This is an optimization exercise on Yosys and OpenROAD, whose aim is small area, not a production implementation.
At most, simulation tests tie the RTL to the original design; equivalence was not proved.
Only the layout flow was run in runs 1 and 2; the RTL was not checked for function there.

[design/flow/design.v]
`timescale 1ns / 1ps
module fa (
    input wire a,
    input wire b,
    input wire c,
    output wire s,
    output wire co
);
    assign s = a ^ b ^ c;
    assign co = (a & b) | (c & (a ^ b));
endmodule
module ha (
    input wire a,
    input wire b,
    output wire s,
    output wire co
);
    assign s = a ^ b;
    assign co = a & b;
endmodule
module syntropy_core (
    input wire clk,
    input wire rst_n,
    input wire [15:0] voltage_drift,
    input wire [15:0] packet_loss,
    input wire [15:0] temp_variance,
    input wire [15:0] phase_jitter,
    input wire [15:0] threshold,
    input wire enable_learning,
    input wire mesh_broadcast_en,
    output wire stable,
    output reg [15:0] flux_value,
    output reg [15:0] correction_vector,
    output reg [15:0] optimized_params,
    output wire learning_active,
    output wire mesh_broadcast_req,
    input wire [15:0] mesh_flux_in,
    input wire [15:0] mesh_correction_in,
    input wire mesh_valid_in,
    output reg [15:0] mesh_flux_out,
    output reg [15:0] mesh_correction_out,
    output wire mesh_valid_out,
    output wire [7:0] iteration_count,
    output wire [3:0] state,
    output wire error_flag
);
    localparam IDLE = 3'd0, EVAL = 3'd1, LEARN = 3'd2, CORR = 3'd3, BCAST = 3'd4, ERR = 3'd5;
    reg [2:0] cs;         
    reg [2:0] ps;         
    reg [3:0] ic;         
    reg       fin;        
    reg       lflag;      
    reg [15:0] p;         
    reg [15:0] q;         
    reg [15:0] thr;
    reg        len, men;
    assign state = {1'b0, ps};
    assign iteration_count = {4'd0, ic};
    assign stable = (ps == EVAL) && (cs == IDLE);
    assign learning_active = (ps == LEARN) && (cs == LEARN);
    assign mesh_broadcast_req = (ps == BCAST);
    assign mesh_valid_out = (ps == BCAST);
    assign error_flag = (ps == ERR);
    wire in_eval  = (cs == EVAL);
    wire in_learn = (cs == LEARN);
    wire first    = (ps == EVAL);
    wire iter     = in_learn && !fin;
    function automatic [4:0] ceil25(input [6:0] b);
        case (b)
            7'd0: ceil25 = 5'd0;
            7'd1: ceil25 = 5'd1;
            7'd2: ceil25 = 5'd1;
            7'd3: ceil25 = 5'd1;
            7'd4: ceil25 = 5'd1;
            7'd5: ceil25 = 5'd1;
            7'd6: ceil25 = 5'd2;
            7'd7: ceil25 = 5'd2;
            7'd8: ceil25 = 5'd2;
            7'd9: ceil25 = 5'd2;
            7'd10: ceil25 = 5'd2;
            7'd11: ceil25 = 5'd3;
            7'd12: ceil25 = 5'd3;
            7'd13: ceil25 = 5'd3;
            7'd14: ceil25 = 5'd3;
            7'd15: ceil25 = 5'd3;
            7'd16: ceil25 = 5'd4;
            7'd17: ceil25 = 5'd4;
            7'd18: ceil25 = 5'd4;
            7'd19: ceil25 = 5'd4;
            7'd20: ceil25 = 5'd4;
            7'd21: ceil25 = 5'd5;
            7'd22: ceil25 = 5'd5;
            7'd23: ceil25 = 5'd5;
            7'd24: ceil25 = 5'd5;
            7'd25: ceil25 = 5'd5;
            7'd26: ceil25 = 5'd6;
            7'd27: ceil25 = 5'd6;
            7'd28: ceil25 = 5'd6;
            7'd29: ceil25 = 5'd6;
            7'd30: ceil25 = 5'd6;
            7'd31: ceil25 = 5'd7;
            7'd32: ceil25 = 5'd7;
            7'd33: ceil25 = 5'd7;
            7'd34: ceil25 = 5'd7;
            7'd35: ceil25 = 5'd7;
            7'd36: ceil25 = 5'd8;
            7'd37: ceil25 = 5'd8;
            7'd38: ceil25 = 5'd8;
            7'd39: ceil25 = 5'd8;
            7'd40: ceil25 = 5'd8;
            7'd41: ceil25 = 5'd9;
            7'd42: ceil25 = 5'd9;
            7'd43: ceil25 = 5'd9;
            7'd44: ceil25 = 5'd9;
            7'd45: ceil25 = 5'd9;
            7'd46: ceil25 = 5'd9;
            7'd47: ceil25 = 5'd10;
            7'd48: ceil25 = 5'd10;
            7'd49: ceil25 = 5'd10;
            7'd50: ceil25 = 5'd10;
            7'd51: ceil25 = 5'd10;
            7'd52: ceil25 = 5'd11;
            7'd53: ceil25 = 5'd11;
            7'd54: ceil25 = 5'd11;
            7'd55: ceil25 = 5'd11;
            7'd56: ceil25 = 5'd11;
            7'd57: ceil25 = 5'd12;
            7'd58: ceil25 = 5'd12;
            7'd59: ceil25 = 5'd12;
            7'd60: ceil25 = 5'd12;
            7'd61: ceil25 = 5'd12;
            7'd62: ceil25 = 5'd13;
            7'd63: ceil25 = 5'd13;
            7'd64: ceil25 = 5'd13;
            7'd65: ceil25 = 5'd13;
            7'd66: ceil25 = 5'd13;
            7'd67: ceil25 = 5'd14;
            7'd68: ceil25 = 5'd14;
            7'd69: ceil25 = 5'd14;
            7'd70: ceil25 = 5'd14;
            7'd71: ceil25 = 5'd14;
            7'd72: ceil25 = 5'd15;
            7'd73: ceil25 = 5'd15;
            7'd74: ceil25 = 5'd15;
            7'd75: ceil25 = 5'd15;
            7'd76: ceil25 = 5'd15;
            7'd77: ceil25 = 5'd16;
            7'd78: ceil25 = 5'd16;
            7'd79: ceil25 = 5'd16;
            7'd80: ceil25 = 5'd16;
            7'd81: ceil25 = 5'd16;
            7'd82: ceil25 = 5'd17;
            7'd83: ceil25 = 5'd17;
            7'd84: ceil25 = 5'd17;
            7'd85: ceil25 = 5'd17;
            7'd86: ceil25 = 5'd17;
            7'd87: ceil25 = 5'd17;
            7'd88: ceil25 = 5'd18;
            7'd89: ceil25 = 5'd18;
            7'd90: ceil25 = 5'd18;
            7'd91: ceil25 = 5'd18;
            7'd92: ceil25 = 5'd18;
            7'd93: ceil25 = 5'd19;
            7'd94: ceil25 = 5'd19;
            7'd95: ceil25 = 5'd19;
            7'd96: ceil25 = 5'd19;
            7'd97: ceil25 = 5'd19;
            7'd98: ceil25 = 5'd20;
            7'd99: ceil25 = 5'd20;
            7'd100: ceil25 = 5'd20;
            7'd101: ceil25 = 5'd20;
            7'd102: ceil25 = 5'd20;
            7'd103: ceil25 = 5'd21;
            7'd104: ceil25 = 5'd21;
            7'd105: ceil25 = 5'd21;
            7'd106: ceil25 = 5'd21;
            7'd107: ceil25 = 5'd21;
            7'd108: ceil25 = 5'd22;
            7'd109: ceil25 = 5'd22;
            7'd110: ceil25 = 5'd22;
            7'd111: ceil25 = 5'd22;
            7'd112: ceil25 = 5'd22;
            7'd113: ceil25 = 5'd23;
            7'd114: ceil25 = 5'd23;
            7'd115: ceil25 = 5'd23;
            7'd116: ceil25 = 5'd23;
            7'd117: ceil25 = 5'd23;
            7'd118: ceil25 = 5'd24;
            7'd119: ceil25 = 5'd24;
            7'd120: ceil25 = 5'd24;
            7'd121: ceil25 = 5'd24;
            7'd122: ceil25 = 5'd24;
            7'd123: ceil25 = 5'd25;
            7'd124: ceil25 = 5'd25;
            7'd125: ceil25 = 5'd25;
            7'd126: ceil25 = 5'd25;
            7'd127: ceil25 = 5'd25;
            default: ceil25 = 5'd0;
        endcase
    endfunction
    wire sw_w1 = ~voltage_drift[1];
    wire sw_w2 = voltage_drift[1];
    wire sw_w3 = ~(voltage_drift[2] ^ packet_loss[2]);
    wire sw_w4 = voltage_drift[2] | packet_loss[2];
    wire sw_w5 = ~(voltage_drift[3] ^ packet_loss[3]);
    wire sw_w6 = voltage_drift[3] | packet_loss[3];
    wire sw_w7 = ~(voltage_drift[4] ^ packet_loss[4]);
    wire sw_w8 = voltage_drift[4] | packet_loss[4];
    wire sw_w9 = ~(voltage_drift[5] ^ packet_loss[5]);
    wire sw_w10 = voltage_drift[5] | packet_loss[5];
    wire sw_w11 = ~(voltage_drift[6] ^ packet_loss[6]);
    wire sw_w12 = voltage_drift[6] | packet_loss[6];
    wire sw_w13 = ~(voltage_drift[7] ^ packet_loss[7]);
    wire sw_w14 = voltage_drift[7] | packet_loss[7];
    wire sw_w15, sw_w16;
    ha sw_ha16 (.a(voltage_drift[0]), .b(packet_loss[0]), .s(sw_w15), .co(sw_w16));
    wire sw_w17, sw_w18;
    fa sw_fa18 (.a(packet_loss[1]), .b(phase_jitter[1]), .c(temp_variance[9]), .s(sw_w17), .co(sw_w18));
    wire sw_w19, sw_w20;
    fa sw_fa20 (.a(phase_jitter[2]), .b(temp_variance[10]), .c(sw_w3), .s(sw_w19), .co(sw_w20));
    wire sw_w21, sw_w22;
    fa sw_fa22 (.a(phase_jitter[3]), .b(temp_variance[11]), .c(sw_w5), .s(sw_w21), .co(sw_w22));
    wire sw_w23, sw_w24;
    fa sw_fa24 (.a(phase_jitter[4]), .b(temp_variance[12]), .c(sw_w7), .s(sw_w23), .co(sw_w24));
    wire sw_w25, sw_w26;
    fa sw_fa26 (.a(phase_jitter[5]), .b(temp_variance[13]), .c(sw_w9), .s(sw_w25), .co(sw_w26));
    wire sw_w27, sw_w28;
    fa sw_fa28 (.a(phase_jitter[6]), .b(temp_variance[14]), .c(sw_w11), .s(sw_w27), .co(sw_w28));
    wire sw_w29, sw_w30;
    fa sw_fa30 (.a(phase_jitter[7]), .b(temp_variance[15]), .c(sw_w13), .s(sw_w29), .co(sw_w30));
    wire sw_w31, sw_w32;
    fa sw_fa32 (.a(voltage_drift[8]), .b(packet_loss[8]), .c(phase_jitter[8]), .s(sw_w31), .co(sw_w32));
    wire sw_w33 = ~(voltage_drift[9] ^ packet_loss[9]);
    wire sw_w34 = voltage_drift[9] | packet_loss[9];
    wire sw_w35 = ~(voltage_drift[10] ^ packet_loss[10]);
    wire sw_w36 = voltage_drift[10] | packet_loss[10];
    wire sw_w37 = ~(voltage_drift[11] ^ packet_loss[11]);
    wire sw_w38 = voltage_drift[11] | packet_loss[11];
    wire sw_w39 = ~(voltage_drift[12] ^ packet_loss[12]);
    wire sw_w40 = voltage_drift[12] | packet_loss[12];
    wire sw_w41 = ~(voltage_drift[13] ^ packet_loss[13]);
    wire sw_w42 = voltage_drift[13] | packet_loss[13];
    wire sw_w43 = ~(voltage_drift[14] ^ packet_loss[14]);
    wire sw_w44 = voltage_drift[14] | packet_loss[14];
    wire sw_w45 = ~(voltage_drift[15] ^ packet_loss[15]);
    wire sw_w46 = voltage_drift[15] | packet_loss[15];
    wire sw_w47, sw_w48;
    ha sw_ha48 (.a(phase_jitter[0]), .b(temp_variance[8]), .s(sw_w47), .co(sw_w48));
    wire sw_w49, sw_w50;
    fa sw_fa50 (.a(sw_w1), .b(sw_w17), .c(sw_w16), .s(sw_w49), .co(sw_w50));
    wire sw_w51, sw_w52;
    fa sw_fa52 (.a(sw_w2), .b(sw_w19), .c(sw_w18), .s(sw_w51), .co(sw_w52));
    wire sw_w53, sw_w54;
    fa sw_fa54 (.a(sw_w4), .b(sw_w21), .c(sw_w20), .s(sw_w53), .co(sw_w54));
    wire sw_w55, sw_w56;
    fa sw_fa56 (.a(sw_w6), .b(sw_w23), .c(sw_w22), .s(sw_w55), .co(sw_w56));
    wire sw_w57, sw_w58;
    fa sw_fa58 (.a(sw_w8), .b(sw_w25), .c(sw_w24), .s(sw_w57), .co(sw_w58));
    wire sw_w59, sw_w60;
    fa sw_fa60 (.a(sw_w10), .b(sw_w27), .c(sw_w26), .s(sw_w59), .co(sw_w60));
    wire sw_w61, sw_w62;
    fa sw_fa62 (.a(sw_w12), .b(sw_w29), .c(sw_w28), .s(sw_w61), .co(sw_w62));
    wire sw_w63, sw_w64;
    fa sw_fa64 (.a(sw_w14), .b(sw_w31), .c(sw_w30), .s(sw_w63), .co(sw_w64));
    wire sw_w65, sw_w66;
    fa sw_fa66 (.a(phase_jitter[9]), .b(sw_w33), .c(sw_w32), .s(sw_w65), .co(sw_w66));
    wire sw_w67, sw_w68;
    fa sw_fa68 (.a(phase_jitter[10]), .b(sw_w35), .c(sw_w34), .s(sw_w67), .co(sw_w68));
    wire sw_w69, sw_w70;
    fa sw_fa70 (.a(phase_jitter[11]), .b(sw_w37), .c(sw_w36), .s(sw_w69), .co(sw_w70));
    wire sw_w71, sw_w72;
    fa sw_fa72 (.a(phase_jitter[12]), .b(sw_w39), .c(sw_w38), .s(sw_w71), .co(sw_w72));
    wire sw_w73, sw_w74;
    fa sw_fa74 (.a(phase_jitter[13]), .b(sw_w41), .c(sw_w40), .s(sw_w73), .co(sw_w74));
    wire sw_w75, sw_w76;
    fa sw_fa76 (.a(phase_jitter[14]), .b(sw_w43), .c(sw_w42), .s(sw_w75), .co(sw_w76));
    wire sw_w77, sw_w78;
    fa sw_fa78 (.a(phase_jitter[15]), .b(sw_w45), .c(sw_w44), .s(sw_w77), .co(sw_w78));
    wire sw_w79 = ~(sw_w15 ^ sw_w47);
    wire sw_w80 = sw_w15 | sw_w47;
    wire sw_w81, sw_w82;
    fa sw_fa82 (.a(sw_w49), .b(sw_w48), .c(sw_w80), .s(sw_w81), .co(sw_w82));
    wire sw_w83, sw_w84;
    fa sw_fa84 (.a(sw_w51), .b(sw_w50), .c(sw_w82), .s(sw_w83), .co(sw_w84));
    wire sw_w85, sw_w86;
    fa sw_fa86 (.a(sw_w53), .b(sw_w52), .c(sw_w84), .s(sw_w85), .co(sw_w86));
    wire sw_w87, sw_w88;
    fa sw_fa88 (.a(sw_w55), .b(sw_w54), .c(sw_w86), .s(sw_w87), .co(sw_w88));
    wire sw_w89, sw_w90;
    fa sw_fa90 (.a(sw_w57), .b(sw_w56), .c(sw_w88), .s(sw_w89), .co(sw_w90));
    wire sw_w91, sw_w92;
    fa sw_fa92 (.a(sw_w59), .b(sw_w58), .c(sw_w90), .s(sw_w91), .co(sw_w92));
    wire sw_w93, sw_w94;
    fa sw_fa94 (.a(sw_w61), .b(sw_w60), .c(sw_w92), .s(sw_w93), .co(sw_w94));
    wire sw_w95, sw_w96;
    fa sw_fa96 (.a(sw_w63), .b(sw_w62), .c(sw_w94), .s(sw_w95), .co(sw_w96));
    wire sw_w97, sw_w98;
    fa sw_fa98 (.a(sw_w65), .b(sw_w64), .c(sw_w96), .s(sw_w97), .co(sw_w98));
    wire sw_w99, sw_w100;
    fa sw_fa100 (.a(sw_w67), .b(sw_w66), .c(sw_w98), .s(sw_w99), .co(sw_w100));
    wire sw_w101, sw_w102;
    fa sw_fa102 (.a(sw_w69), .b(sw_w68), .c(sw_w100), .s(sw_w101), .co(sw_w102));
    wire sw_w103, sw_w104;
    fa sw_fa104 (.a(sw_w71), .b(sw_w70), .c(sw_w102), .s(sw_w103), .co(sw_w104));
    wire sw_w105, sw_w106;
    fa sw_fa106 (.a(sw_w73), .b(sw_w72), .c(sw_w104), .s(sw_w105), .co(sw_w106));
    wire sw_w107, sw_w108;
    fa sw_fa108 (.a(sw_w75), .b(sw_w74), .c(sw_w106), .s(sw_w107), .co(sw_w108));
    wire sw_w109, sw_w110;
    fa sw_fa110 (.a(sw_w77), .b(sw_w76), .c(sw_w108), .s(sw_w109), .co(sw_w110));
    wire [15:0] nfc = {sw_w109, sw_w107, sw_w105, sw_w103, sw_w101, sw_w99, sw_w97, sw_w95, sw_w93, sw_w91, sw_w89, sw_w87, sw_w85, sw_w83, sw_w81, sw_w79};
    wire [15:0] flux_calc = ~nfc;
    wire ev_w1 = ~(thr[0] ^ nfc[0]);
    wire ev_w2 = thr[0] | nfc[0];
    wire ev_w3, ev_w4;
    fa ev_fa4 (.a(thr[1]), .b(nfc[1]), .c(ev_w2), .s(ev_w3), .co(ev_w4));
    wire ev_w5, ev_w6;
    fa ev_fa6 (.a(thr[2]), .b(nfc[2]), .c(ev_w4), .s(ev_w5), .co(ev_w6));
    wire ev_w7, ev_w8;
    fa ev_fa8 (.a(thr[3]), .b(nfc[3]), .c(ev_w6), .s(ev_w7), .co(ev_w8));
    wire ev_w9, ev_w10;
    fa ev_fa10 (.a(thr[4]), .b(nfc[4]), .c(ev_w8), .s(ev_w9), .co(ev_w10));
    wire ev_w11, ev_w12;
    fa ev_fa12 (.a(thr[5]), .b(nfc[5]), .c(ev_w10), .s(ev_w11), .co(ev_w12));
    wire ev_w13, ev_w14;
    fa ev_fa14 (.a(thr[6]), .b(nfc[6]), .c(ev_w12), .s(ev_w13), .co(ev_w14));
    wire ev_w15, ev_w16;
    fa ev_fa16 (.a(thr[7]), .b(nfc[7]), .c(ev_w14), .s(ev_w15), .co(ev_w16));
    wire ev_w17, ev_w18;
    fa ev_fa18 (.a(thr[8]), .b(nfc[8]), .c(ev_w16), .s(ev_w17), .co(ev_w18));
    wire ev_w19, ev_w20;
    fa ev_fa20 (.a(thr[9]), .b(nfc[9]), .c(ev_w18), .s(ev_w19), .co(ev_w20));
    wire ev_w21, ev_w22;
    fa ev_fa22 (.a(thr[10]), .b(nfc[10]), .c(ev_w20), .s(ev_w21), .co(ev_w22));
    wire ev_w23, ev_w24;
    fa ev_fa24 (.a(thr[11]), .b(nfc[11]), .c(ev_w22), .s(ev_w23), .co(ev_w24));
    wire ev_w25, ev_w26;
    fa ev_fa26 (.a(thr[12]), .b(nfc[12]), .c(ev_w24), .s(ev_w25), .co(ev_w26));
    wire ev_w27, ev_w28;
    fa ev_fa28 (.a(thr[13]), .b(nfc[13]), .c(ev_w26), .s(ev_w27), .co(ev_w28));
    wire ev_w29, ev_w30;
    fa ev_fa30 (.a(thr[14]), .b(nfc[14]), .c(ev_w28), .s(ev_w29), .co(ev_w30));
    wire ev_w31, ev_w32;
    fa ev_fa32 (.a(thr[15]), .b(nfc[15]), .c(ev_w30), .s(ev_w31), .co(ev_w32));
    wire ev_w33 = ~ev_w32;
    wire ev_w34 = ev_w32;
    wire [16:0] ev = {ev_w33, ev_w31, ev_w29, ev_w27, ev_w25, ev_w23, ev_w21, ev_w19, ev_w17, ev_w15, ev_w13, ev_w11, ev_w9, ev_w7, ev_w5, ev_w3, ev_w1};
    wire stable_c = ev[16] | (ev[15:0] == 16'd0);            
    wire [7:0] qhm1;
    wire [8:0] qhb;
    assign qhb[0] = 1'b1;
    genvar gi;
    generate
        for (gi = 0; gi < 8; gi = gi + 1) begin : qdecr
            assign qhm1[gi] = q[8 + gi] ^ qhb[gi];
            assign qhb[gi + 1] = qhb[gi] & ~q[8 + gi];
        end
    endgenerate
    wire qhz = qhb[8];                                      
    wire [15:0] qx = fin ? q : {7'h7f, ~qhz, qhz ? 8'hff : qhm1};
    wire nx_w1, nx_w2;
    ha nx_ha2 (.a(p[1]), .b(p[0]), .s(nx_w1), .co(nx_w2));
    wire nx_w3, nx_w4;
    fa nx_fa4 (.a(p[2]), .b(p[1]), .c(qx[2]), .s(nx_w3), .co(nx_w4));
    wire nx_w5, nx_w6;
    fa nx_fa6 (.a(p[3]), .b(p[2]), .c(qx[3]), .s(nx_w5), .co(nx_w6));
    wire nx_w7, nx_w8;
    fa nx_fa8 (.a(p[4]), .b(p[3]), .c(qx[4]), .s(nx_w7), .co(nx_w8));
    wire nx_w9, nx_w10;
    fa nx_fa10 (.a(p[5]), .b(p[4]), .c(qx[5]), .s(nx_w9), .co(nx_w10));
    wire nx_w11, nx_w12;
    fa nx_fa12 (.a(p[6]), .b(p[5]), .c(qx[6]), .s(nx_w11), .co(nx_w12));
    wire nx_w13, nx_w14;
    fa nx_fa14 (.a(p[7]), .b(p[6]), .c(qx[7]), .s(nx_w13), .co(nx_w14));
    wire nx_w15, nx_w16;
    fa nx_fa16 (.a(p[8]), .b(p[7]), .c(qx[8]), .s(nx_w15), .co(nx_w16));
    wire nx_w17, nx_w18;
    fa nx_fa18 (.a(p[9]), .b(p[8]), .c(qx[9]), .s(nx_w17), .co(nx_w18));
    wire nx_w19, nx_w20;
    fa nx_fa20 (.a(p[10]), .b(p[9]), .c(qx[10]), .s(nx_w19), .co(nx_w20));
    wire nx_w21, nx_w22;
    fa nx_fa22 (.a(p[11]), .b(p[10]), .c(qx[11]), .s(nx_w21), .co(nx_w22));
    wire nx_w23, nx_w24;
    fa nx_fa24 (.a(p[12]), .b(p[11]), .c(qx[12]), .s(nx_w23), .co(nx_w24));
    wire nx_w25, nx_w26;
    fa nx_fa26 (.a(p[13]), .b(p[12]), .c(qx[13]), .s(nx_w25), .co(nx_w26));
    wire nx_w27, nx_w28;
    fa nx_fa28 (.a(p[14]), .b(p[13]), .c(qx[14]), .s(nx_w27), .co(nx_w28));
    wire nx_w29, nx_w30;
    fa nx_fa30 (.a(p[15]), .b(p[14]), .c(qx[15]), .s(nx_w29), .co(nx_w30));
    wire nx_w31, nx_w32;
    ha nx_ha32 (.a(p[0]), .b(qx[0]), .s(nx_w31), .co(nx_w32));
    wire nx_w33, nx_w34;
    fa nx_fa34 (.a(qx[1]), .b(nx_w1), .c(nx_w32), .s(nx_w33), .co(nx_w34));
    wire nx_w35, nx_w36;
    fa nx_fa36 (.a(nx_w3), .b(nx_w2), .c(nx_w34), .s(nx_w35), .co(nx_w36));
    wire nx_w37, nx_w38;
    fa nx_fa38 (.a(nx_w5), .b(nx_w4), .c(nx_w36), .s(nx_w37), .co(nx_w38));
    wire nx_w39, nx_w40;
    fa nx_fa40 (.a(nx_w7), .b(nx_w6), .c(nx_w38), .s(nx_w39), .co(nx_w40));
    wire nx_w41, nx_w42;
    fa nx_fa42 (.a(nx_w9), .b(nx_w8), .c(nx_w40), .s(nx_w41), .co(nx_w42));
    wire nx_w43, nx_w44;
    fa nx_fa44 (.a(nx_w11), .b(nx_w10), .c(nx_w42), .s(nx_w43), .co(nx_w44));
    wire nx_w45, nx_w46;
    fa nx_fa46 (.a(nx_w13), .b(nx_w12), .c(nx_w44), .s(nx_w45), .co(nx_w46));
    wire nx_w47, nx_w48;
    fa nx_fa48 (.a(nx_w15), .b(nx_w14), .c(nx_w46), .s(nx_w47), .co(nx_w48));
    wire nx_w49, nx_w50;
    fa nx_fa50 (.a(nx_w17), .b(nx_w16), .c(nx_w48), .s(nx_w49), .co(nx_w50));
    wire nx_w51, nx_w52;
    fa nx_fa52 (.a(nx_w19), .b(nx_w18), .c(nx_w50), .s(nx_w51), .co(nx_w52));
    wire nx_w53, nx_w54;
    fa nx_fa54 (.a(nx_w21), .b(nx_w20), .c(nx_w52), .s(nx_w53), .co(nx_w54));
    wire nx_w55, nx_w56;
    fa nx_fa56 (.a(nx_w23), .b(nx_w22), .c(nx_w54), .s(nx_w55), .co(nx_w56));
    wire nx_w57, nx_w58;
    fa nx_fa58 (.a(nx_w25), .b(nx_w24), .c(nx_w56), .s(nx_w57), .co(nx_w58));
    wire nx_w59, nx_w60;
    fa nx_fa60 (.a(nx_w27), .b(nx_w26), .c(nx_w58), .s(nx_w59), .co(nx_w60));
    wire nx_w61, nx_w62;
    fa nx_fa62 (.a(nx_w29), .b(nx_w28), .c(nx_w60), .s(nx_w61), .co(nx_w62));
    wire [15:0] nx = {nx_w61, nx_w59, nx_w57, nx_w55, nx_w53, nx_w51, nx_w49, nx_w47, nx_w45, nx_w43, nx_w41, nx_w39, nx_w37, nx_w35, nx_w33, nx_w31};
    wire [15:0] nf = lflag ? nx : ~flux_value;               
    wire [15:0] f = ~nf;
    wire er_w1 = ~(thr[0] ^ nf[0]);
    wire er_w2 = thr[0] | nf[0];
    wire er_w3, er_w4;
    fa er_fa4 (.a(thr[1]), .b(nf[1]), .c(er_w2), .s(er_w3), .co(er_w4));
    wire er_w5, er_w6;
    fa er_fa6 (.a(thr[2]), .b(nf[2]), .c(er_w4), .s(er_w5), .co(er_w6));
    wire er_w7, er_w8;
    fa er_fa8 (.a(thr[3]), .b(nf[3]), .c(er_w6), .s(er_w7), .co(er_w8));
    wire er_w9, er_w10;
    fa er_fa10 (.a(thr[4]), .b(nf[4]), .c(er_w8), .s(er_w9), .co(er_w10));
    wire er_w11, er_w12;
    fa er_fa12 (.a(thr[5]), .b(nf[5]), .c(er_w10), .s(er_w11), .co(er_w12));
    wire er_w13, er_w14;
    fa er_fa14 (.a(thr[6]), .b(nf[6]), .c(er_w12), .s(er_w13), .co(er_w14));
    wire er_w15, er_w16;
    fa er_fa16 (.a(thr[7]), .b(nf[7]), .c(er_w14), .s(er_w15), .co(er_w16));
    wire er_w17, er_w18;
    fa er_fa18 (.a(thr[8]), .b(nf[8]), .c(er_w16), .s(er_w17), .co(er_w18));
    wire er_w19, er_w20;
    fa er_fa20 (.a(thr[9]), .b(nf[9]), .c(er_w18), .s(er_w19), .co(er_w20));
    wire er_w21, er_w22;
    fa er_fa22 (.a(thr[10]), .b(nf[10]), .c(er_w20), .s(er_w21), .co(er_w22));
    wire er_w23, er_w24;
    fa er_fa24 (.a(thr[11]), .b(nf[11]), .c(er_w22), .s(er_w23), .co(er_w24));
    wire er_w25, er_w26;
    fa er_fa26 (.a(thr[12]), .b(nf[12]), .c(er_w24), .s(er_w25), .co(er_w26));
    wire er_w27, er_w28;
    fa er_fa28 (.a(thr[13]), .b(nf[13]), .c(er_w26), .s(er_w27), .co(er_w28));
    wire er_w29, er_w30;
    fa er_fa30 (.a(thr[14]), .b(nf[14]), .c(er_w28), .s(er_w29), .co(er_w30));
    wire er_w31, er_w32;
    fa er_fa32 (.a(thr[15]), .b(nf[15]), .c(er_w30), .s(er_w31), .co(er_w32));
    wire er_w33 = ~er_w32;
    wire er_w34 = er_w32;
    wire [16:0] e = {er_w33, er_w31, er_w29, er_w27, er_w25, er_w23, er_w21, er_w19, er_w17, er_w15, er_w13, er_w11, er_w9, er_w7, er_w5, er_w3, er_w1};
    wire [6:0] b  = e[6:0];
    wire       nz = |b;
    wire [4:0] cb = ceil25(b);
    wire y_w1 = ~e[16];
    wire y_w2 = ~y_w1;
    wire y_w3 = y_w1;
    wire y_w4 = ~e[14];
    wire y_w5 = e[14];
    wire y_w6 = ~e[15];
    wire y_w7 = e[15];
    wire y_w8, y_w9;
    ha y_ha9 (.a(e[11]), .b(e[8]), .s(y_w8), .co(y_w9));
    wire y_w10, y_w11;
    fa y_fa11 (.a(e[12]), .b(e[9]), .c(e[8]), .s(y_w10), .co(y_w11));
    wire y_w12, y_w13;
    fa y_fa13 (.a(e[13]), .b(e[10]), .c(e[9]), .s(y_w12), .co(y_w13));
    wire y_w14, y_w15;
    fa y_fa15 (.a(e[14]), .b(e[11]), .c(e[10]), .s(y_w14), .co(y_w15));
    wire y_w16, y_w17;
    fa y_fa17 (.a(e[15]), .b(e[12]), .c(e[11]), .s(y_w16), .co(y_w17));
    wire y_w18, y_w19;
    fa y_fa19 (.a(e[13]), .b(e[12]), .c(y_w2), .s(y_w18), .co(y_w19));
    wire y_w20, y_w21;
    fa y_fa21 (.a(e[13]), .b(y_w4), .c(y_w3), .s(y_w20), .co(y_w21));
    wire y_w22, y_w23;
    fa y_fa23 (.a(e[14]), .b(y_w6), .c(y_w5), .s(y_w22), .co(y_w23));
    wire y_w24 = ~e[16];
    wire y_w25, y_w26;
    fa y_fa26 (.a(y_w24), .b(e[15]), .c(y_w7), .s(y_w25), .co(y_w26));
    wire y_w27, y_w28;
    ha y_ha28 (.a(e[10]), .b(e[7]), .s(y_w27), .co(y_w28));
    wire y_w29, y_w30;
    fa y_fa30 (.a(e[7]), .b(y_w8), .c(y_w28), .s(y_w29), .co(y_w30));
    wire y_w31, y_w32;
    fa y_fa32 (.a(y_w10), .b(y_w9), .c(y_w30), .s(y_w31), .co(y_w32));
    wire y_w33, y_w34;
    fa y_fa34 (.a(y_w12), .b(y_w11), .c(y_w32), .s(y_w33), .co(y_w34));
    wire y_w35, y_w36;
    fa y_fa36 (.a(y_w14), .b(y_w13), .c(y_w34), .s(y_w35), .co(y_w36));
    wire y_w37, y_w38;
    fa y_fa38 (.a(y_w16), .b(y_w15), .c(y_w36), .s(y_w37), .co(y_w38));
    wire y_w39, y_w40;
    fa y_fa40 (.a(y_w18), .b(y_w17), .c(y_w38), .s(y_w39), .co(y_w40));
    wire y_w41, y_w42;
    fa y_fa42 (.a(y_w20), .b(y_w19), .c(y_w40), .s(y_w41), .co(y_w42));
    wire y_w43, y_w44;
    fa y_fa44 (.a(y_w22), .b(y_w21), .c(y_w42), .s(y_w43), .co(y_w44));
    wire y_w45, y_w46;
    fa y_fa46 (.a(y_w25), .b(y_w23), .c(y_w44), .s(y_w45), .co(y_w46));
    wire y_w47 = ~e[16];
    wire y_w48, y_w49;
    fa y_fa49 (.a(y_w47), .b(y_w26), .c(y_w46), .s(y_w48), .co(y_w49));
    wire y_w50 = ~y_w49;
    wire y_w51 = y_w49;
    wire [14:0] y = {y_w50, y_w48, y_w45, y_w43, y_w41, y_w39, y_w37, y_w35, y_w33, y_w31, y_w29, y_w27, e[9], e[8], e[7]};
    wire pu_w1, pu_w2;
    ha pu_ha2 (.a(p[0]), .b(y[0]), .s(pu_w1), .co(pu_w2));
    wire pu_w3, pu_w4;
    fa pu_fa4 (.a(p[1]), .b(y[1]), .c(cb[1]), .s(pu_w3), .co(pu_w4));
    wire pu_w5, pu_w6;
    fa pu_fa6 (.a(p[2]), .b(y[2]), .c(cb[2]), .s(pu_w5), .co(pu_w6));
    wire pu_w7, pu_w8;
    fa pu_fa8 (.a(p[3]), .b(y[3]), .c(cb[3]), .s(pu_w7), .co(pu_w8));
    wire pu_w9, pu_w10;
    fa pu_fa10 (.a(p[4]), .b(y[4]), .c(cb[4]), .s(pu_w9), .co(pu_w10));
    wire pu_w11, pu_w12;
    ha pu_ha12 (.a(p[5]), .b(y[5]), .s(pu_w11), .co(pu_w12));
    wire pu_w13, pu_w14;
    ha pu_ha14 (.a(p[6]), .b(y[6]), .s(pu_w13), .co(pu_w14));
    wire pu_w15, pu_w16;
    ha pu_ha16 (.a(p[7]), .b(y[7]), .s(pu_w15), .co(pu_w16));
    wire pu_w17, pu_w18;
    ha pu_ha18 (.a(p[8]), .b(y[8]), .s(pu_w17), .co(pu_w18));
    wire pu_w19, pu_w20;
    ha pu_ha20 (.a(p[9]), .b(y[9]), .s(pu_w19), .co(pu_w20));
    wire pu_w21, pu_w22;
    ha pu_ha22 (.a(p[10]), .b(y[10]), .s(pu_w21), .co(pu_w22));
    wire pu_w23, pu_w24;
    ha pu_ha24 (.a(p[11]), .b(y[11]), .s(pu_w23), .co(pu_w24));
    wire pu_w25, pu_w26;
    ha pu_ha26 (.a(p[12]), .b(y[12]), .s(pu_w25), .co(pu_w26));
    wire pu_w27, pu_w28;
    ha pu_ha28 (.a(p[13]), .b(y[13]), .s(pu_w27), .co(pu_w28));
    wire pu_w29 = ~y[14];
    wire pu_w30 = ~(p[14] ^ pu_w29);
    wire pu_w31 = p[14] | pu_w29;
    wire pu_w32 = ~p[15];
    wire pu_w33 = p[15];
    wire pu_w34, pu_w35;
    ha pu_ha35 (.a(cb[0]), .b(pu_w1), .s(pu_w34), .co(pu_w35));
    wire pu_w36, pu_w37;
    fa pu_fa37 (.a(pu_w3), .b(pu_w2), .c(pu_w35), .s(pu_w36), .co(pu_w37));
    wire pu_w38, pu_w39;
    fa pu_fa39 (.a(pu_w5), .b(pu_w4), .c(pu_w37), .s(pu_w38), .co(pu_w39));
    wire pu_w40, pu_w41;
    fa pu_fa41 (.a(pu_w7), .b(pu_w6), .c(pu_w39), .s(pu_w40), .co(pu_w41));
    wire pu_w42, pu_w43;
    fa pu_fa43 (.a(pu_w9), .b(pu_w8), .c(pu_w41), .s(pu_w42), .co(pu_w43));
    wire pu_w44, pu_w45;
    fa pu_fa45 (.a(pu_w11), .b(pu_w10), .c(pu_w43), .s(pu_w44), .co(pu_w45));
    wire pu_w46, pu_w47;
    fa pu_fa47 (.a(pu_w13), .b(pu_w12), .c(pu_w45), .s(pu_w46), .co(pu_w47));
    wire pu_w48, pu_w49;
    fa pu_fa49 (.a(pu_w15), .b(pu_w14), .c(pu_w47), .s(pu_w48), .co(pu_w49));
    wire pu_w50, pu_w51;
    fa pu_fa51 (.a(pu_w17), .b(pu_w16), .c(pu_w49), .s(pu_w50), .co(pu_w51));
    wire pu_w52, pu_w53;
    fa pu_fa53 (.a(pu_w19), .b(pu_w18), .c(pu_w51), .s(pu_w52), .co(pu_w53));
    wire pu_w54, pu_w55;
    fa pu_fa55 (.a(pu_w21), .b(pu_w20), .c(pu_w53), .s(pu_w54), .co(pu_w55));
    wire pu_w56, pu_w57;
    fa pu_fa57 (.a(pu_w23), .b(pu_w22), .c(pu_w55), .s(pu_w56), .co(pu_w57));
    wire pu_w58, pu_w59;
    fa pu_fa59 (.a(pu_w25), .b(pu_w24), .c(pu_w57), .s(pu_w58), .co(pu_w59));
    wire pu_w60, pu_w61;
    fa pu_fa61 (.a(pu_w27), .b(pu_w26), .c(pu_w59), .s(pu_w60), .co(pu_w61));
    wire pu_w62, pu_w63;
    fa pu_fa63 (.a(pu_w30), .b(pu_w28), .c(pu_w61), .s(pu_w62), .co(pu_w63));
    wire pu_w64, pu_w65;
    fa pu_fa65 (.a(pu_w32), .b(pu_w31), .c(pu_w63), .s(pu_w64), .co(pu_w65));
    wire [15:0] pu = {pu_w64, pu_w62, pu_w60, pu_w58, pu_w56, pu_w54, pu_w52, pu_w50, pu_w48, pu_w46, pu_w44, pu_w42, pu_w40, pu_w38, pu_w36, pu_w34};
    wire ylo_nz = |y[7:0];
    wire ylo_hi = y[7] & y[6] & y[5] & (y[4] | y[3]);        
    wire cadd   = nz ? ylo_hi : ylo_nz;
    wire qn_w1, qn_w2;
    ha qn_ha2 (.a(q[0]), .b(nz), .s(qn_w1), .co(qn_w2));
    wire qn_w3, qn_w4;
    ha qn_ha4 (.a(q[1]), .b(qn_w2), .s(qn_w3), .co(qn_w4));
    wire qn_w5, qn_w6;
    ha qn_ha6 (.a(q[2]), .b(qn_w4), .s(qn_w5), .co(qn_w6));
    wire qn_w7, qn_w8;
    ha qn_ha8 (.a(q[3]), .b(qn_w6), .s(qn_w7), .co(qn_w8));
    wire qn_w9, qn_w10;
    ha qn_ha10 (.a(q[4]), .b(qn_w8), .s(qn_w9), .co(qn_w10));
    wire qn_w11, qn_w12;
    ha qn_ha12 (.a(q[5]), .b(qn_w10), .s(qn_w11), .co(qn_w12));
    wire qn_w13, qn_w14;
    ha qn_ha14 (.a(q[6]), .b(qn_w12), .s(qn_w13), .co(qn_w14));
    wire [7:0] qn = {qn_w14, qn_w13, qn_w11, qn_w9, qn_w7, qn_w5, qn_w3, qn_w1};
    wire ql_w1, ql_w2;
    fa ql_fa2 (.a(qn[0]), .b(y[8]), .c(cadd), .s(ql_w1), .co(ql_w2));
    wire ql_w3, ql_w4;
    fa ql_fa4 (.a(qn[1]), .b(y[9]), .c(ql_w2), .s(ql_w3), .co(ql_w4));
    wire ql_w5, ql_w6;
    fa ql_fa6 (.a(qn[2]), .b(y[10]), .c(ql_w4), .s(ql_w5), .co(ql_w6));
    wire ql_w7, ql_w8;
    fa ql_fa8 (.a(qn[3]), .b(y[11]), .c(ql_w6), .s(ql_w7), .co(ql_w8));
    wire ql_w9, ql_w10;
    fa ql_fa10 (.a(qn[4]), .b(y[12]), .c(ql_w8), .s(ql_w9), .co(ql_w10));
    wire ql_w11, ql_w12;
    fa ql_fa12 (.a(qn[5]), .b(y[13]), .c(ql_w10), .s(ql_w11), .co(ql_w12));
    wire ql_w13, ql_w14;
    fa ql_fa14 (.a(qn[6]), .b(y[14]), .c(ql_w12), .s(ql_w13), .co(ql_w14));
    wire [7:0] ql = {ql_w14, ql_w13, ql_w11, ql_w9, ql_w7, ql_w5, ql_w3, ql_w1};
    wire qinc = (qn[7] ^ ql[7]) ? ~y[14] : (qn[7] & y[14]);
    wire qdec = ~qn[7] & ~ql[7] & y[14];
    wire [8:0] qh = q[15:7];
    reg  [8:0] qh_new;
    integer k;
    always @* begin
        for (k = 0; k < 9; k = k + 1)
            qh_new[k] = qh[k] ^ ((qinc & ((qh & ((9'd1 << k) - 9'd1)) == ((9'd1 << k) - 9'd1))) |
                                 (qdec & ((qh & ((9'd1 << k) - 9'd1)) == 9'd0)));
    end
    wire [15:0] qu = {qh_new, ql[6:0]};
    wire ovf = flux_calc[15] | pu[15] | qu[15];
    always @(posedge clk) begin
        thr <= threshold;
        len <= enable_learning;
        men <= mesh_broadcast_en;
    end
    always @(posedge clk or negedge rst_n) begin
        if (!rst_n) begin
            cs <= IDLE;
            ps <= IDLE;
            ic <= 4'd0;
            fin <= 1'b0;
            lflag <= 1'b0;
            p <= 16'd0;
            q <= 16'd0;
            flux_value <= 16'd0;
            correction_vector <= 16'd0;
            optimized_params <= 16'd0;
            mesh_flux_out <= 16'd0;
            mesh_correction_out <= 16'd0;
        end else begin
            ps <= cs;
            case (cs)
                IDLE: cs <= ovf ? ERR : EVAL;
                EVAL: cs <= stable_c ? IDLE : (len ? LEARN : CORR);
                LEARN: if (fin) cs <= CORR;
                CORR: cs <= BCAST;
                BCAST: cs <= IDLE;
                ERR: cs <= ERR;
                default: cs <= IDLE;
            endcase
            fin <= iter && !first && ic[3] && ic[0];
            if (in_eval) begin
                flux_value <= flux_calc;
                lflag <= 1'b0;
                correction_vector <= ev[16] ? 16'd0 : ev[15:0];
            end
            if (iter) begin
                p <= pu;
                q <= qu;
                lflag <= 1'b1;
                ic <= first ? 4'd1 : ic + 4'd1;
            end
            if (fin) optimized_params <= nx;
            if (cs == CORR && men && mesh_valid_in) correction_vector <= mesh_correction_in;
            if (cs == BCAST) begin
                mesh_flux_out <= f;
                mesh_correction_out <= correction_vector;
            end
        end
    end
endmodule
[design/flow/flow/run.sh]
#!/bin/bash
set -euo pipefail
bash standard.sh synth > synth.log 2>&1
bash standard.sh 'BUFFER_PORTS_ARGS=-buffer_cell sky130_fd_sc_hd__buf_1' finish > layout.log 2>&1
[design/flow/standard.sh]
#!/bin/bash
# synth_recipe.tcl (not shown) runs the flow's synth.tcl, then flattens the netlist and writes it again
# the make line also repeats each setting of config.mk as NAME=value (left out here)
make -C /OpenROAD-flow-scripts/flow DESIGN_CONFIG=/design/flow/config.mk WORK_HOME=/design/flow/orfs CLKGATE_MAP_FILE= SYNTH_SCRIPT=/design/flow/synth_recipe.tcl "${@:-finish}"
[design/flow/config.mk]
export PLATFORM = sky130hd
export DESIGN_NAME = syntropy_core
export DESIGN_NICKNAME = syntropy_core
export VERILOG_FILES = /design/flow/design.v
export SDC_FILE = /design/flow/constraint.sdc
export NUM_CORES = 4
export LEC_CHECK = 0
export CAP_MARGIN = 20
export CORE_MARGIN = 2
export CORE_UTILIZATION = 40
export CTS_BUF_LIST = sky130_fd_sc_hd__clkbuf_8
export GPL_TIMING_DRIVEN = 0
export SLEW_MARGIN = 20
export SYNTH_HIERARCHICAL = 1
[design/flow/constraint.sdc]
create_clock -name core_clock -period 13.0 [get_ports {clk}]
set_input_delay 2.6000 -clock core_clock [delete_from_list [all_inputs] [get_ports {clk}]]
set_output_delay 2.6000 -clock core_clock [all_outputs]
set_load 0.01 [all_outputs]
==> results of run 1 <==
-- per-stage QoR --
stage                util  setup WS [ps]  setup TNS, ps  instances
global route        0.493           -813          -6040       1471
detailed placement  0.467          -1040          -8320       1421
CTS                 0.489           -655          -4160       1465
global placement    0.463           -912          -6900       1417
floorplan               -           -364          -1330        909
finish              0.493           -506          -2670       1471
-- synth_stat cells (all sizes together) (7+ instances only) --
cell type	count	area, um^2
ha	49	613
clkbuf	32	120
mux2i	20	200
nand3	23	115
nor2	46	173
o21ai	37	185
dfrtp	124	3100
nand2b	9	58.8
nor3	7	35.0
a21oi	37	189
dfxtp	18	360
nand2	129	484
mux2	33	372
xnor2	10	87.6
fa	141	2820
inv	96	360
buf	16	98.8
a31oi	15	93.8
-- final timing paths --
| path | start | endpoint | depth (start not counted) |
|---|---|---|---|
| worst max register to register | q[8] | q[13] | 44 |
| min in group asynchronous | rst_n | q[7] | 1 |
| worst min register to register | cs[1] | ps[1] | 0 |
| max in group asynchronous | rst_n | flux_value[7] | 3 |
| worst min-delay path | cs[1] | ps[1] | 0 |
| worst max-delay path | q[8] | q[13] | 44 |
-- kinds of logic (layout without fill, tap and decap cells) --
family | count (synthesis) | in the layout | synth area share
other cells | 1 | 5 | 0.000376
fa+ha+maj | 190 | 190 | 0.345
flops | 142 | 142 | 0.348
mux | 53 | 53 | 0.0574
xor+xnor | 12 | 12 | 0.0105
buf+inv | 144 | 382 | 0.0581
simple gates | 247 | 247 | 0.112
compound gates | 116 | 116 | 0.0697
-- layer usage --
layer,wire length (um),vias up
li1,-,3401
met1,11600,3673
met2,12300,162
met3,1190,18
met4,323,0
met5,0,-
-- per-module statistics from Yosys, one instance, submodules excluded --
module / flip-flops and latches / copies in the design / cells inside / cell area (um^2)
syntropy_core: 142 / 1 / 740 / 6840
ha: 0 / 24 / 1 / 12.5
fa: 0 / 141 / 1 / 20.0
-- placed cells by master (no fill, tap or decap), types with 11 or more instances in the layout --
cell type and n:
o21ai_1 21, inv_1 89, clkbuf_1 32, mux2i_1 11, ha_1 39, dfrtp_1 123, mux2_2 33, fa_1 85
buf_4 26, o21ai_0 14, dfxtp_1 18, buf_1 186, nor2_1 46, a21oi_1 33, fa_2 56, nand3_1 22
a31oi_1 15, nand2_1 129, clkbuf_8 17
-- state kept, by name, indices dropped and copies added (netlist names) --
name and cells:
correction_vector 16, flux_value 16, mesh_correction_out 16, mesh_flux_out 16
optimized_params 16, p 16, q 16, thr 16
ic 4, cs 3, ps 3, fin 1
len 1, lflag 1, men 1
-- timing repair --
action	4_1_cts	5_1_grt
endpoints found under the setup margin	12	12
pin swaps	24	14
hold endpoints to repair	0	0
buffers inserted	13	6
resized for setup	26	19
-- final cells by class --
cell class | count | share of cell area
multi-input combinational | 623 | 0.524
sequential | 142 | 0.288
timing repair buffer | 207 | 0.0766
tap | 324 | 0.0337
inverter | 96 | 0.0299
clock buffer | 17 | 0.0194
buffer | 47 | 0.0179
clock inverter | 15 | 0.0108
==> summary.txt, run 1 <==
Status
  • Status: complete, but fails checks
  • Layout check failures: setup timing

Floorplan
  • Initial core utilization: 0.409
  • Full die area: 26200 um^2
  • Chip width: 162 um
  • Core area: 24400 um^2
  • Die height: 162 um
  • Io pins: 214
  • # rows: 57

Synth
  • Async SR Flop Fraction: 0.873
  • Yosys warnings: 7
  • Synth Flop Type: dfrtp_1
  • Syn Area/Cell: 11.0 um^2
  • #FFs+latches synth: 142
  • Post-synth EDFFs: 0
  • Syn Std Cell Area: 9960 um^2
  • Seq/Total Area, Yosys: 0.348
  • Number of distinct library cells after synthesis: 60
  • Mapped Cells: 905

Global routing
  • Gr ovfl total: 0
  • First-pass GRT wire length: 40600 um
  • Met2 GRT Util: 0.323
  • GR peak layer: met2
  • Largest net degree at the start of global routing: 32
  • Vias in the first global route: 7501
  • Grt met3 use: 0.0434
  • Global Route Usage Sum: 0.202
  • Initial antenna violation count: 0
  • Met1 Usage GRT: 0.286

Min path
  • Worst Hold Class: flop to flop

CTS
  • Clk sinks: 142
  • Maximum clock path buffer count: 2
  • Hold-fix buffers, CTS: 0
  • H-tree depth: 4
  • Root Driver: clkbuf_8
  • CTS buffer count: 17
  • Worst skew pair latency: 480 ps
  • Clk slew on worst S/H paths: 90 ps
  • CTS tree: done

Routing
  • Routed wire length: 25400 um
  • Initial DRC Count: 389
  • Antenna Nets Post-Route: 0
  • Wire length per cell: 17.3 um
  • Drc violations: 0
  • Via/cell ratio: 4.93
  • DR vias: 7254
  • DR pass1 iterations: 8

Worst setup path
  • Crit path buffers/inverters: 3
  • Crit path max-delay cell type: fa_2
  • CP Capture Type: flop
  • Cell class contributing the biggest share of worst-path delay: adder cells
  • Maximum fanout along the worst path: 6
  • Required time worst endpoint: 13390 ps
  • CP Data Arrival Time: 13900 ps
  • Crit-path most repeated cell: fa_2
  • Slack of the worst reg-to-reg path: -510 ps
  • Worst setup path class: flop to flop
  • Crit-path max cell delay: 590 ps
  • Worst Setup Start Kind: flop

Placed design
  • Placed Area: 11400 um^2
  • DP Wirelength: 20800 um
  • Count of input and output buffers: 184
  • GP Congestion: 0.835

Timing
  • Fin. max-slew vios: 0
  • RSZ-0062 raised after global routing: yes
  • Worst hold margin: 389 ps
  • Final Hold Viols: 0
  • Final setup skew: 25.6 ps
  • Final Setup Violations: 9
  • Tcrit/Tclk final: 1.04
  • Rel. slew slack: 0.355
  • Slew @ Worst Pin: 968 ps
  • Final min period: 13510 ps
  • Highest Clock Rate: 74.0 MHz
  • Final setup margin: -506 ps

Final layout
  • Finished Cell Area: 12000 um^2
  • Layout cells sized above 1: 0.174
  • Seq. cell area: 3460 um^2
  • Fin nets: 1441
  • Filler cells: 2271
  • Layout area overhead: 20.8%
  • Diode count: 0
  • Multi-input gate area: 6300 um^2

Job
  • Max-cap violations: 0
==> run 2: changes to the inputs <==
--- a/design/flow/config.mk
+++ b/design/flow/config.mk
@@ -10,4 +10,2 @@
 export CORE_UTILIZATION = 40
-export CTS_BUF_LIST = sky130_fd_sc_hd__clkbuf_8
-export GPL_TIMING_DRIVEN = 0
 export SLEW_MARGIN = 20
==> run 2 against run 1 <==
The layout still fails its checks (setup timing). Sequential share of layout area fell by 0.96 points. Die area is the same. Synthesized cell count unchanged. Non-clock buffer count is 9 higher. First-iteration DRC count is 21% higher. Wire length is 4.4% lower. Count of clock-buffer cells in the layout unchanged. Fmax rose by 0.23%. Critical path depth did not move. Core utilization rose by 1.7 points. Synthesized area stayed put. Critical path type unchanged. Largest cell class unchanged.
==> summary.txt, run 2 <==
Worst setup path
  • CP Data Arrival Time: 13830 ps (-70 ps)
  • Crit-path max cell delay: 570 ps (-20 ps)
  • Maximum fanout along the worst path: 4 (-2)
  • R2R Path End: q[13]
  • CP Capture Type: flop
  • Reg2reg start: q[9]
  • R2R cell count: 44 (unchanged)
  • Worst Setup Start Kind: flop
  • Crit-path most repeated cell: fa_2
  • Worst setup path class: flop to flop
  • Crit path max-delay cell type: fa_2
  • Slack of the worst reg-to-reg path: -470 ps (+30 ps)
  • Required time worst endpoint: 13360 ps (-30 ps)

CTS
  • Clk slew on worst S/H paths: 70 ps (-20 ps)
  • CTS buffer count: 17 (unchanged)
  • Maximum clock path buffer count: 2 (unchanged)
  • CTS tree: done
  • Clk sinks: 142 (unchanged)
  • Root Driver: clkbuf_16
  • Worst skew pair latency: 440 ps (-40 ps)
  • H-tree depth: 4 (unchanged)

Final layout
  • Most frequent cells in the layout: buf_1, nand2_1, dfrtp_1
  • Filler cells: 2252 (-0.84%)
  • Diode count: 0 (unchanged)
  • Fin nets: 1450 (+0.62%)
  • Layout cells sized above 1: 0.203 (+0.0289)
  • Most common cell after layout, fill and taps aside: buf_1
  • Finished Cell Area: 12400 um^2 (+3.4%)
  • Layout area overhead: 24.9%

Global routing
  • Initial antenna violation count: 0 (unchanged)
  • Global Route Usage Sum: 0.193 (-0.00922)
  • Largest net degree at the start of global routing: 66 (+110%)
  • Gr ovfl total: 0 (unchanged)
  • Vias in the first global route: 7292 (-2.8%)
  • First-pass GRT wire length: 39000 um (-3.9%)

Timing
  • Final setup skew: 13.3 ps (-12.3 ps)
  • Highest Clock Rate: 74.2 MHz (+0.23%)
  • Final min period: 13470 ps (-31.3 ps)
  • RSZ-0062 raised after global routing: yes
  • Tcrit/Tclk final: 1.04 (-0.00241)
  • Slew @ Worst Pin: 989 ps (+20.6 ps)
  • Fin. max-slew vios: 0 (unchanged)
  • Final setup margin: -474 ps (+31.3 ps)
  • Final Setup Violations: 10 (+1)
  • Setup TNS: -2480 ps (+188 ps)
  • Rel. slew slack: 0.341 (-0.0138)
  • Final Hold Viols: 0 (unchanged)

Synth
  • Post-synth EDFFs: 0 (unchanged)
  • Number of distinct library cells after synthesis: 60 (unchanged)
  • Seq/Total Area, Yosys: 0.348 (unchanged)
  • Mapped Cells: 905 (unchanged)
  • #FFs+latches synth: 142 (unchanged)
  • Count leader, synth: fa_1
  • Post-synth top cells: fa_1, nand2_1, dfrtp_1, inv_1, ha_1
  • Top cells by area, synth: dfrtp_1, fa_1, ha_1
  • Top-area cell type share of the netlist area: 0.311 (unchanged)
  • Syn Std Cell Area: 9960 um^2 (unchanged)
  • Async SR Flop Fraction: 0.873 (unchanged)
  • Synth Flop Type: dfrtp_1
  • Yosys warnings: 7 (unchanged)
  • Yosys top cell by area: dfrtp_1
  • Syn Area/Cell: 11.0 um^2 (unchanged)

Job
  • Max-cap violations: 0 (unchanged)

Floorplan
  • Io pins: 214 (unchanged)
  • Initial core utilization: 0.409 (unchanged)
  • Core area: 24400 um^2 (unchanged)
  • Chip width: 162 um (unchanged)
  • Die height: 162 um (unchanged)
  • Full die area: 26200 um^2 (unchanged)
  • # rows: 57 (unchanged)

Routing
  • Initial DRC Count: 472 (+21%)
  • Drc violations: 0 (unchanged)
  • Antenna Nets Post-Route: 0 (unchanged)
  • DR vias: 7178 (-1.0%)
  • Via/cell ratio: 4.85 (-1.6%)
  • Routed wire length: 24300 um (-4.4%)
  • Wire length per cell: 16.4 um (-5.0%)
  • DR pass1 iterations: 5 (-3)

Status
  • Layout check failures: setup timing
  • Status: complete, but fails checks

Min path
  • HP Start: q[15]
  • WHS Endpoint: q[15]
  • Worst Hold Class: flop to flop
  • Hold path depth: 1 (+1)

Placed design
  • Count of input and output buffers: 184 (unchanged)
  • GP Congestion: 0.814 (-2.5%)
  • Placed Area: 11600 um^2 (+1.9%)
  • DP Wirelength: 18900 um (-9.1%)
run 2: cell counts after synthesis:
No cell type changed its count.
run 2: stage by stage:
stage,hold slack (ps),setup slack [ps],utilization,cells
final,499,-474,0.510,1480
after CTS,504,-532,0.506,1475
after global placement,481,-542,0.475,1438
after detailed placement,487,-698,0.475,1438
after floorplan,349,-364,-,909
after global routing,512,-815,0.510,1480
run 2: cell families (layout without fill, tap and decap cells):
group	Yosys count	count (layout)	synth area share
other	1	5	0.000376
buffers and inverters	144	391	0.0581
xor gates and xnor gates	12	12	0.0105
muxes	53	53	0.0574
and+or+nand+nor	247	247	0.112
DFF	142	142	0.348
AOI/OAI and AO/OA	116	116	0.0697
adders and majority gates	190	190	0.345
run 2: routing by layer:
layer | routed length, um | global-route usage | share of wire
met3 | 957 | 0.0342 | 0.039
met5 | 0 | 0 | 0
met4 | 329 | 0.0515 | 0.014
met2 | 12000 | 0.316 | 0.49
met1 | 11000 | 0.268 | 0.45
run 2: how the worst max path moves through the flow:
stage                     from     to
after global placement    q[9]  q[13]
after CTS                 q[9]  q[13]
after detailed placement  q[9]  q[13]
after floorplan           q[8]  q[13]
after global routing      q[8]  q[13]
final                     q[9]  q[13]
run 2: worst max-delay path: cells and delay by family, from the launching register on:
| kind | cells | cell delay, ps |
|---|---|---|
| DFF | 1 | 360 |
| muxes | 1 | 80 |
| and+or+nand+nor | 2 | 710 |
| adders and majority gates | 34 | 11090 |
| buffers and inverters | 3 | 220 |
| xor gates and xnor gates | 1 | 130 |
| AOI/OAI and AO/OA | 3 | 780 |
run 2: area by class of cell:
class	count	area, um^2	share of cell area
tap	324	405	0.0326
inverter	96	360	0.0289
timing repair buffer	263	1310	0.105
sequential	142	3460	0.278
multi-input combinational	623	6260	0.503
clock inverter	15	224	0.0180
clock buffer	17	425	0.0342
run 2: repair_timing:
action                                 CTS  global route
hold buffers                             0             0
setup endpoints to repair               11            12
pin swaps                               16            13
setup buffers                            5             5
cloned                                   0             0
gates resized for setup                 16            19
endpoints found under the hold margin    0             0
run 2: Yosys stat by module, one instance, submodules excluded:
module         copies in the design  cell area, um^2  flops+latches
ha                               24             12.5              0
fa                              141             20.0              0
syntropy_core                     1             6840            142
==> run 3: changes to the inputs <==
--- a/design/flow/design.v
+++ b/design/flow/design.v
@@ -359,3 +359,3 @@
     wire qhz = qhb[8];                                      
-    wire [15:0] qx = fin ? q : {7'h7f, ~qhz, qhz ? 8'hff : qhm1};
+    wire [15:0] qx = fin ? q : {7'h7f, ~qhz, qhm1};
     wire nx_w1, nx_w2;
--- a/design/flow/config.mk
+++ b/design/flow/config.mk
@@ -10,2 +10,4 @@
 export CORE_UTILIZATION = 40
+export CTS_BUF_LIST = sky130_fd_sc_hd__clkbuf_8
+export GPL_TIMING_DRIVEN = 0
 export SLEW_MARGIN = 20
==> run 3 against run 2 <==
Now clean on timing, DRC and antenna. Fmax rose by 5.0%. Sequential cell count is the same. Critical path type unchanged. Core utilization down 2.2 points. Wire length grew 2.4%. First-iteration DRC count is 11% lower. Clock skew barely moved. Register-to-register slack improved by 650 ps.
==> summary.txt, run 3 <==
Global routing
  • GR peak layer: met2
  • Met2 GRT Util: 0.315 (-0.000814)
  • Largest net degree at the start of global routing: 32 (-52%)
  • Vias in the first global route: 7418 (+1.7%)
  • Grt met3 use: 0.0480 (+0.0138)
  • First-pass GRT wire length: 40300 um (+3.2%)
  • Initial antenna violation count: 0 (unchanged)
  • Gr ovfl total: 0 (unchanged)
  • Global Route Usage Sum: 0.204 (+0.0103)
  • Met1 Usage GRT: 0.290 (+0.0224)

Floorplan
  • Initial core utilization: 0.405 (-0.00311)
  • Chip width: 161 um (-0.80%)
  • Core area: 24200 um^2 (-0.88%)
  • # rows: 57 (unchanged)
  • Io pins: 214 (unchanged)
  • Die height: 161 um (-0.80%)
  • Full die area: 25800 um^2 (-1.6%)

CTS
  • Clk slew on worst S/H paths: 90 ps (+20 ps)
  • Hold-fix buffers, CTS: 0 (unchanged)
  • Maximum clock path buffer count: 2 (unchanged)
  • CTS tree: done
  • Clk sinks: 142 (unchanged)
  • CTS buffer count: 17 (unchanged)
  • Worst skew pair latency: 450 ps (about the same)
  • Root Driver: clkbuf_8
  • H-tree depth: 4 (unchanged)

Timing
  • Final Setup Violations: 0 (-10)
  • Setup TNS: 0 ps (+2480 ps)
  • Worst hold margin: 382 ps (-118 ps)
  • Fin. max-slew vios: 0 (unchanged)
  • Highest Clock Rate: 78.0 MHz (+5.0%)
  • Final min period: 12830 ps (-646 ps)
  • Slew @ Worst Pin: 1120 ps (+132 ps)
  • Final setup skew: 13.6 ps (+0.290 ps)
  • RSZ-0062 raised after global routing: yes
  • Final Hold Viols: 0 (unchanged)
  • Tcrit/Tclk final: 0.987 (-0.0497)
  • Rel. slew slack: 0.253 (-0.0877)

Final layout
  • Filler cells: 2272 (+0.89%)
  • Most common cell after layout, fill and taps aside: buf_1
  • Fin nets: 1397 (-3.7%)
  • Finished Cell Area: 11800 um^2 (-5.1%)
  • Layout cells sized above 1: 0.161 (-0.0419)
  • Seq. cell area: 3470 um^2 (+0.11%)
  • Most frequent cells in the layout: buf_1, dfrtp_1, nand2_1
  • Multi-input gate area: 6050 um^2 (-3.4%)
  • Layout area overhead: 20.5%
  • Diode count: 0 (unchanged)

Synth
  • Syn Area/Cell: 11.3 um^2 (+3.0%)
  • Top cells by area, synth: dfrtp_1, fa_1, ha_1
  • Count leader, synth: fa_1
  • #FFs+latches synth: 142 (unchanged)
  • Synth Flop Type: dfrtp_1
  • Async SR Flop Fraction: 0.873 (unchanged)
  • Post-synth top cells: fa_1, dfrtp_1, inv_1, nand2_1, ha_1
  • Top-area cell type share of the netlist area: 0.317 (+0.00517)
  • Mapped Cells: 864 (-4.5%)
  • Syn Std Cell Area: 9800 um^2 (-1.6%)
  • Post-synth EDFFs: 0 (unchanged)
  • Seq/Total Area, Yosys: 0.353 (+0.00577)
  • Number of distinct library cells after synthesis: 59 (-1.7%)
  • Yosys top cell by area: dfrtp_1
  • Yosys warnings: 7 (unchanged)

Routing
  • Routed wire length: 24900 um (+2.4%)
  • DR vias: 7080 (-1.4%)
  • DR pass1 iterations: 6 (+1)
  • Drc violations: 0 (unchanged)
  • Antenna Nets Post-Route: 0 (unchanged)
  • Initial DRC Count: 422 (-11%)
  • Via/cell ratio: 4.96 (+2.3%)
  • Wire length per cell: 17.4 um (+6.2%)

Worst setup path
  • Maximum fanout along the worst path: 4 (unchanged)
  • CP Capture Type: flop
  • Cell class contributing the biggest share of worst-path delay: adder cells
  • Worst Setup Start Kind: flop
  • CP Data Arrival Time: 13170 ps (-660 ps)
  • Crit-path max cell delay: 590 ps (+20 ps)
  • Required time worst endpoint: 13340 ps (-20 ps)
  • Worst setup path class: flop to flop
  • Crit path buffers/inverters: 3 (unchanged)
  • Crit-path most repeated cell: fa_2
  • Crit path max-delay cell type: fa_2

Placed design
  • Placed Area: 11000 um^2 (-4.8%)
  • GP Congestion: 0.906 (+11%)
  • Count of input and output buffers: 184 (unchanged)
  • DP Wirelength: 20300 um (+7.7%)

Job
  • Max-cap violations: 0 (unchanged)

Min path
  • Worst Hold Class: flop to flop

Status
  • Status: no timing/DRC/antenna violations
==> run 3: changes by cell type in the layout (fill, tap and decap cells not counted), moves of 12 or more <==
| cell | change |
|---|---|
| buf_4 | -54 |
| clkbuf_1 | +29 |
| nand2_1 | -25 |
| clkbuf_8 | +18 |
| clkbuf_16 | -16 |
| nand3_1 | -16 |
| a222oi_1 | +15 |
| a31oi_1 | -13 |
| a21oi_1 | +12 |
| inv_1 | +12 |
==> run 3: layout make-up <==
type / instances / area share
clock inverters: 14 / 0.0112
inverters: 110 / 0.0352
repair buffers: 203 / 0.0752
well taps: 324 / 0.0343
multi-input cells: 576 / 0.513
flip-flops and latches: 142 / 0.294
clock buffers: 18 / 0.0210
plain buffers: 40 / 0.0169
==> run 3: path summary, 6_finish.rpt <==
path,start,end,cells after the start,slack (ps)
setup / recovery,q[8],q[15],38,170
hold / removal,cs[1],ps[1],0,380
setup reg to reg,q[8],q[15],38,170
hold reg to reg,cs[1],ps[1],0,380
max in group asynchronous,rst_n,flux_value[4],3,10160
min in group asynchronous,rst_n,q[12],1,2090
==> run 3: repair_timing <==
action	4_1_cts	5_1_grt
endpoints found under the hold margin	0	0
buffers inserted	10	5
pin swaps	29	12
setup endpoints to repair	12	6
resized for setup	53	27
==> run 3: kinds of logic after synthesis <==
kind of cell,Yosys count,synth area share
compound gates,115,0.0758
mux,52,0.0573
buf+inv,150,0.0600
flops,142,0.353
other cells,1,0.000383
xor+xnor,12,0.0107
fa+ha+maj,190,0.351
simple gates,202,0.0919
==> run 3: worst register-to-register path, delay by kind of cell, from the launching register on <==
| kind | cells | cell delay, ps |
|---|---|---|
| multiplexers | 1 | 180 |
| XOR/XNOR | 1 | 150 |
| AND/OR/NAND/NOR | 2 | 500 |
| AO/OA/AOI/OAI | 3 | 900 |
| buffers and inverters | 3 | 220 |
| flip-flops | 1 | 430 |
| adder cells (fa/ha/maj) | 28 | 10340 |
==> run 3: metal layers <==
metal  part of all wire  wire length [um]  vias up
li1                   -                 -     3266
met1               0.45             11200     3565
met2               0.47             11700      229
met3              0.068              1690       20
met4              0.012               291        0
met5                  0                 0        -
==> run 3: per-module statistics from Yosys, one instance, submodules excluded <==
module / area, um^2 / flops+latches / cells
ha: 12.5 / 0 / 1
fa: 20.0 / 0 / 1
syntropy_core: 6680 / 142 / 699
==> run 3: stage by stage <==
stage                      util  worst slack (ps)  instances
after floorplan               -              15.8        868
after global placement    0.454              -853       1376
after detailed placement  0.457             -1060       1380
after CTS                 0.483              18.1       1422
after global routing      0.489              -149       1427
final                     0.489               172       1427

static timing again, ports no longer ideal:
In the flow no input, the clock included, has a driving cell. The finished layouts below were timed again as built, in two steps.
Step 1 sets driving cells, clkbuf_16 on the clock port and buf_2 on the other inputs (assumed; they add their load-dependent delay and slew).
Step 2 adds t to the input delays and takes it off the output delays; t is the mean of the earliest and latest rising clock arrival at the registers after step 1. Input paths then give back, and output paths get back, about the clock's delay inside the block.
a / b / c = no drivers / after step 1 / after step 2; a / b = the first two.
run	t (ns)	setup WS [ns]	pins driven straight from the clock port
run 1	0.515	-0.506 / -0.506 / -0.506	1
run 2	0.475	-0.474 / -0.474 / -0.474	1
run 3	0.488	0.172 / 0.172 / 0.172	1
